From an optimization exercise on the open Yosys and OpenROAD flow, aimed at small area; shortcuts taken in it are not production practice.

==> 10-02 <==
Design uart_pwm_top, start of the top module:
module uart_pwm_top (
    input  logic        clk,
    input  logic        rst_n,
    input  logic        rx_in,
    input  logic        fifo_read,
    output logic [7:0]  rx_data,
    output logic        rx_valid,
    output logic        eos_flag,
    output logic        buffer_full,
    output logic [7:0]  fifo_data,
    output logic        fifo_empty,
    input  logic        tx_start,
    input  logic [7:0]  tx_data,
    output logic        tx_out,
    output logic        tx_busy,
    input  logic [1:0]  pow2,
    input  logic [1:0]  pow5,
    input  logic [6:0]  duty_cycle,
    output logic        pwm_out,
    output logic        cycle_done
);
clock: 20.0 ns
lec_check: 0
cap_margin: 20
core_margin: 2
core_utilization: 70
slew_margin: 20
standard.sh (not shown) runs the stock make flow with config.mk's settings and CLKGATE_MAP_FILE= SYNTH_SCRIPT=/design/flow/synth_recipe.tcl, a recipe that flattens the netlist after the stock synthesis.
==> flow/flow/run.sh <==
#!/bin/bash
# The standard layout (standard.sh) with three changes:
#  * synthesis maps the logic with an area-oriented ABC script (flow/abc.script)
#    in place of ORFS's abc_speed.script; the scripts folder is otherwise
#    ORFS's own, copied here unchanged;
#  * port buffers use the smallest buffer;
#  * clock tree synthesis uses clkbuf_8 and inserts no dummy loads.
set -euo pipefail
rm -rf orfs_scripts
cp -r "$FLOW_HOME/scripts" orfs_scripts
cp flow/abc.script orfs_scripts/abc_speed.script
bash standard.sh \
  "SCRIPTS_DIR=$PWD/orfs_scripts" \
  'BUFFER_PORTS_ARGS=-buffer_cell sky130_fd_sc_hd__buf_1' \
  'CTS_ARGS=-sink_clustering_enable -repair_clock_nets -dont_use_dummy_load -buf_list sky130_fd_sc_hd__clkbuf_8 -sink_clustering_size 16' \
  finish > flow_make.log 2>&1
==> flow/flow/abc.script <==
strash
&get -n
&st
&syn2
&dch -f
&nf -a -R 1000
&put
mfs2
strash
&get -n
&st
&dch -f
&nf -a -R 1000
&put
==> 12-20: changes against 10-02 <==
--- a/flow/design.v
+++ b/flow/design.v
@@ -21,130 +21,177 @@
     logic [8:0] cnt;
     logic       tick;
     logic       rx_in_d1, rx_in_d2;
     logic [8:0] sh;
     logic [7:0] rx_data_reg;
     logic       rx_valid_reg;
     logic       eos_flag_reg;
     assign tick = &cnt;
-    always_ff @(posedge clk_50mhz or negedge rst_n) begin
+    always_ff @(posedge clk_50mhz) begin
         if (!rst_n) begin
             rx_in_d1 <= 1'b1;
             rx_in_d2 <= 1'b1;
         end else begin
             rx_in_d1 <= rx_in;
             rx_in_d2 <= rx_in_d1;
         end
     end
-    always_ff @(posedge clk_50mhz or negedge rst_n) begin
-        if (!rst_n) cnt <= 9'd511;
-        else if (state == IDLE && !rx_in_d2) cnt <= 9'd511;
-        else if (tick) cnt <= 9'd78;
-        else cnt <= cnt + 9'd1;
+    always_ff @(posedge clk_50mhz) begin
+        if (!rst_n || (state == IDLE && !rx_in_d2) || cnt == 9'h149) cnt <= 9'h1FF;
+        else cnt <= {cnt[7:0], cnt[8] ^ cnt[4]};
     end
-    always_ff @(posedge clk_50mhz or negedge rst_n) begin
+    always_ff @(posedge clk_50mhz) begin
         if (!rst_n) begin
             state        <= IDLE;
             rx_data_reg  <= 8'd0;
             rx_valid_reg <= 1'b0;
             eos_flag_reg <= 1'b0;
         end else begin
             rx_valid_reg <= 1'b0;
             case (state)
                 IDLE: if (!rx_in_d2) state <= START_BIT;
                 START_BIT: begin
                     eos_flag_reg <= 1'b0;
-                    if (cnt == 9'd510) state <= rx_in_d2 ? IDLE : DATA_BITS;
+                    if (cnt == 9'h149) state <= rx_in_d2 ? IDLE : DATA_BITS;
                 end
                 DATA_BITS: if (tick && sh[0]) begin
                     state       <= STOP_BIT;
                     rx_data_reg <= sh[8:1];
                 end
                 STOP_BIT: if (tick) begin
                     state        <= IDLE;
                     rx_valid_reg <= 1'b1;
                     if (rx_data_reg == 8'h0D || rx_data_reg == 8'h0A) eos_flag_reg <= 1'b1;
                 end
             endcase
         end
     end
     always_ff @(posedge clk_50mhz) begin
         if (state != DATA_BITS) sh <= 9'h100;
-        else if (cnt == 9'd294) sh <= {rx_in_d2, sh[8:1]};
+        else if (cnt == 9'h1B2) sh <= {rx_in_d2, sh[8:1]};
     end
+    function automatic [4:0] nxt(input [4:0] x);
+        nxt = {x[3:0], x[4] ^ x[2] ^ (x[3:0] == 4'd0)};
+    endfunction
     logic [255:0] ring;
-    logic [4:0]   rp, wp;
-    logic [5:0]   count;
-    logic         pending;
+    logic [4:0]   rp, wp, rp_n, wp_n;
+    logic         empty, full, pending, byp;
     logic         buffer_full_reg;
-    logic         wr, rd, ins;
-    assign wr  = rx_valid_reg && !buffer_full_reg;
-    assign rd  = fifo_read && (count != 6'd0);
-    assign ins = pending && (wp == 5'd1);
+    logic         wr, rd, ins, eq_n;
+    assign wr   = rx_valid_reg && !buffer_full_reg;
+    assign rd   = fifo_read && !empty;
+    assign ins  = pending && (wp == 5'd16);      
+    assign rp_n = rd ? rp : nxt(rp);
+    assign wp_n = wr ? wp : nxt(wp);
+    assign eq_n = (rp_n == wp_n);
     always_ff @(posedge clk_50mhz) begin
         ring <= {(ins ? rx_data_reg : ring[7:0]), ring[255:8]};
     end
-    always_ff @(posedge clk_50mhz or negedge rst_n) begin
+    always_ff @(posedge clk_50mhz) begin
         if (!rst_n) begin
             rp              <= 5'd0;
             wp              <= 5'd0;
-            count           <= 6'd0;
+            empty           <= 1'b1;
+            full            <= 1'b0;
             pending         <= 1'b0;
+            byp             <= 1'b0;
             buffer_full_reg <= 1'b0;
         end else begin
-            buffer_full_reg <= (count == 6'd32);
+            buffer_full_reg <= full;
             if (eos_flag_reg) begin
                 rp      <= 5'd0;
                 wp      <= 5'd0;
-                count   <= 6'd0;
+                empty   <= 1'b1;
+                full    <= 1'b0;
                 pending <= 1'b0;
+                byp     <= 1'b0;
             end else begin
-                rp <= rd ? rp : rp - 5'd1;
-                wp <= wr ? wp : wp - 5'd1;
-                if (wr && !rd) count <= count + 6'd1;
-                else if (!wr && rd) count <= count - 6'd1;
-                if (wr) pending <= 1'b1;
-                else if (ins) pending <= 1'b0;
+                rp <= rp_n;
+                wp <= wp_n;
+                if (wr && !rd) begin
+                    empty <= 1'b0;
+                    full  <= eq_n;
+                end else if (rd && !wr) begin
+                    empty <= eq_n;
+                    full  <= 1'b0;
+                end
+                if (wr) begin
+                    pending <= 1'b1;
+                    byp     <= empty;    
+                end else if (ins) begin
+                    pending <= 1'b0;
+                    byp     <= 1'b0;
+                end
             end
         end
     end
     logic [7:0]  ring_out;
     logic [31:0] rsel;
+    assign rsel[ 0] = (rp == 5'd0);
+    assign rsel[31] = (rp == 5'd1);
+    assign rsel[30] = (rp == 5'd2);
+    assign rsel[29] = (rp == 5'd4);
+    assign rsel[28] = (rp == 5'd9);
+    assign rsel[27] = (rp == 5'd18);
+    assign rsel[26] = (rp == 5'd5);
+    assign rsel[25] = (rp == 5'd11);
+    assign rsel[24] = (rp == 5'd22);
+    assign rsel[23] = (rp == 5'd12);
+    assign rsel[22] = (rp == 5'd25);
+    assign rsel[21] = (rp == 5'd19);
+    assign rsel[20] = (rp == 5'd7);
+    assign rsel[19] = (rp == 5'd15);
+    assign rsel[18] = (rp == 5'd31);
+    assign rsel[17] = (rp == 5'd30);
+    assign rsel[16] = (rp == 5'd28);
+    assign rsel[15] = (rp == 5'd24);
+    assign rsel[14] = (rp == 5'd17);
+    assign rsel[13] = (rp == 5'd3);
+    assign rsel[12] = (rp == 5'd6);
+    assign rsel[11] = (rp == 5'd13);
+    assign rsel[10] = (rp == 5'd27);
+    assign rsel[ 9] = (rp == 5'd23);
+    assign rsel[ 8] = (rp == 5'd14);
+    assign rsel[ 7] = (rp == 5'd29);
+    assign rsel[ 6] = (rp == 5'd26);
+    assign rsel[ 5] = (rp == 5'd21);
+    assign rsel[ 4] = (rp == 5'd10);
+    assign rsel[ 3] = (rp == 5'd20);
+    assign rsel[ 2] = (rp == 5'd8);
+    assign rsel[ 1] = (rp == 5'd16);
     always_comb begin
-        rsel     = 32'd1 << rp;
         ring_out = 8'd0;
         for (int i = 0; i < 32; i++) ring_out = ring_out | (ring[i*8 +: 8] & {8{rsel[i]}});
     end
     assign rx_data     = rx_data_reg;
     assign rx_valid    = rx_valid_reg;
     assign eos_flag    = eos_flag_reg;
     assign buffer_full = buffer_full_reg;
-    assign fifo_data   = (pending && count == 6'd1) ? rx_data_reg : ring_out;
-    assign fifo_empty  = (count == 6'd0);
+    assign fifo_data   = byp ? rx_data_reg : ring_out;
+    assign fifo_empty  = empty;
 endmodule
 `timescale 1ns / 1ps
 module uart_tx #(
     parameter integer CLK_FREQ = 50_000_000,
     parameter integer BAUD_RATE = 115200
 ) (
     input  logic        clk_50mhz,
     input  logic        rst_n,
     input  logic        tx_start,
     input  logic [7:0]  tx_data,
     output logic        tx_out,
     output logic        tx_busy
 );
     logic [8:0] cnt;
     logic       tick;
     assign tick = &cnt;
-    always_ff @(posedge clk_50mhz or negedge rst_n) begin
-        if (!rst_n) cnt <= 9'd511;
-        else if (tick) cnt <= 9'd78;
-        else cnt <= cnt + 9'd1;
+    always_ff @(posedge clk_50mhz) begin
+        if (!rst_n || cnt == 9'h149) cnt <= 9'h1FF;
+        else cnt <= {cnt[7:0], cnt[8] ^ cnt[4]};
     end
     logic [3:0] seq;
     logic [8:0] sh;      
     logic       busy_q;
     always_ff @(posedge clk_50mhz) begin
         if (!rst_n) begin
             seq    <= 4'd0;
             sh[0]  <= 1'b1;
@@ -177,17 +224,17 @@
     output logic        cycle_done
 );
     logic [2:0] c8;
     logic [2:0] k0, k1, k2;      
     logic       ce, u0, u9, mz;
     assign ce = (&c8) & k0[2] & ~k0[0] & k1[2] & k2[2];
     assign u0 = (c8 == 3'd0) & (k0 == 3'd0) & (k1 == 3'd0) & (k2 == 3'd0);
     assign u9 = c8[0] & k0[2] & ~k0[0];
-    always_ff @(posedge clk or negedge rst_n) begin
+    always_ff @(posedge clk) begin
         if (!rst_n) begin
             c8 <= 3'd7;
             k0 <= 3'd5;
             k1 <= 3'd4;
             k2 <= 3'd4;
         end else begin
             c8 <= c8 + 3'd1;
             k0 <= k0[2] ? 3'd0 : k0 + 3'd1;
@@ -240,17 +287,17 @@
             4'b11_01: thr = 7'd96;    
             4'b00_10: thr = 7'd93;    
             4'b01_10: thr = 7'd97;    
             4'b10_10: thr = 7'd99;    
             4'b00_11: thr = 7'd99;    
             default:  thr = 7'd127;   
         endcase
     end
-    always_ff @(posedge clk or negedge rst_n) begin
+    always_ff @(posedge clk) begin
         if (!rst_n) begin
             a2      <= 2'd0;
             a5      <= 2'd0;
             d       <= 7'd0;
             first   <= 1'b1;
             asc     <= 1'b0;
             p       <= 3'd0;
             q0      <= 3'd0;
==> flow/flow/run.sh (replaced) <==
#!/bin/bash
# The standard layout (standard.sh) with these changes:
#  * synthesis maps the logic with an area-oriented ABC script (flow/abc.script)
#    in place of ORFS's abc_speed.script; the scripts folder is otherwise
#    ORFS's own, copied here unchanged;
#  * synthesis leaves adders to ABC (no ADDER_MAP_FILE half/full-adder cells);
#  * port buffers use the smallest buffer;
#  * clock tree synthesis uses clkbuf_8, clusters of up to 16 sinks and no
#    dummy loads.
set -euo pipefail
rm -rf orfs_scripts
cp -r "$FLOW_HOME/scripts" orfs_scripts
cp flow/abc.script orfs_scripts/abc_speed.script
bash standard.sh \
  "SCRIPTS_DIR=$PWD/orfs_scripts" \
  'ADDER_MAP_FILE=' \
  'BUFFER_PORTS_ARGS=-buffer_cell sky130_fd_sc_hd__buf_1' \
  'CTS_ARGS=-sink_clustering_enable -repair_clock_nets -dont_use_dummy_load -buf_list sky130_fd_sc_hd__clkbuf_8 -sink_buffer_max_cap_derate 0.03' \
  finish > flow_make.log 2>&1
==> flow_summary.json <==
{
  "status": "complete, no violations",
  "num_vias": 8859,
  "fin_ws_ns": 12.65,
  "swShare_pct": 23.9,
  "pg_comb_uw": 108,
  "placed_cell_area_um2": 12300,
  "yosys-top-cells-count": "dfxtp_1, nand2_1, nor2_1, o21ai_0, a21oi_1",
  "rr_worst_depth": 18,
  "insertion_delay_ns": 0.59,
  "grt.met1_usage_pct": 42.7,
  "max_slew_margin_pct": 20.8,
  "clock_sinks": 382,
  "internal-power_uw": 1080,
  "design.seq.count": 382
}
The numbers above come from 12-20.

==> flow_summary.json <==
{
  "placed_cell_area_um2": 13500,
  "fin_ws_ns": 12.56,
  "insertion_delay_ns": 0.60,
  "yosys-top-cells-count": "dfxtp_1, nor2_1, nand2_1, a21oi_1",
  "swShare_pct": 26.6,
  "pg_comb_uw": 165,
  "multi_input_gates": 709,
  "design.seq.count": 378,
  "seq-cell-share_pct": 56.9,
  "grt.met1_usage_pct": 41.5,
  "num_vias": 9393,
  "max_slew_margin_pct": 41.9,
  "clock_sinks": 378,
  "status": "complete, no violations",
  "internal-power_uw": 1090
}
The numbers above come from 10-02.

No functional check of the RTL was part of any run of this note.

==> port drivers added, routing unchanged <==
The flow's constraints put no driver on any port. The routed layouts listed below were extracted and timed again, unchanged, in two steps. Step 1 (the two cells are an assumption about what drives the block):
set clk [get_ports {clk}]
set_driving_cell -lib_cell sky130_fd_sc_hd__clkbuf_16 $clk
set_driving_cell -lib_cell sky130_fd_sc_hd__buf_2 [delete_from_list [all_inputs] $clk]
Step 2 moves the port delays by t, midway between the first and last clock arrival at a register: inputs arrive t later, outputs are due t later. That takes back most of the time a late clock gives input paths. Three values: ideal, step 1, step 2; two values: the first two.
| run | shift t [ns] | setup WS [ns] | worst setup path after step 2 | pins driven straight from the clock port |
|---|---|---|---|---|
| 10-02 | 0.600 | 12.556 / 12.514 / 13.114 | register to output | 1 |
| 12-20 | 0.594 | 12.646 / 12.607 / 13.200 | register to output | 1 |
After both steps every run listed still meets setup and hold.
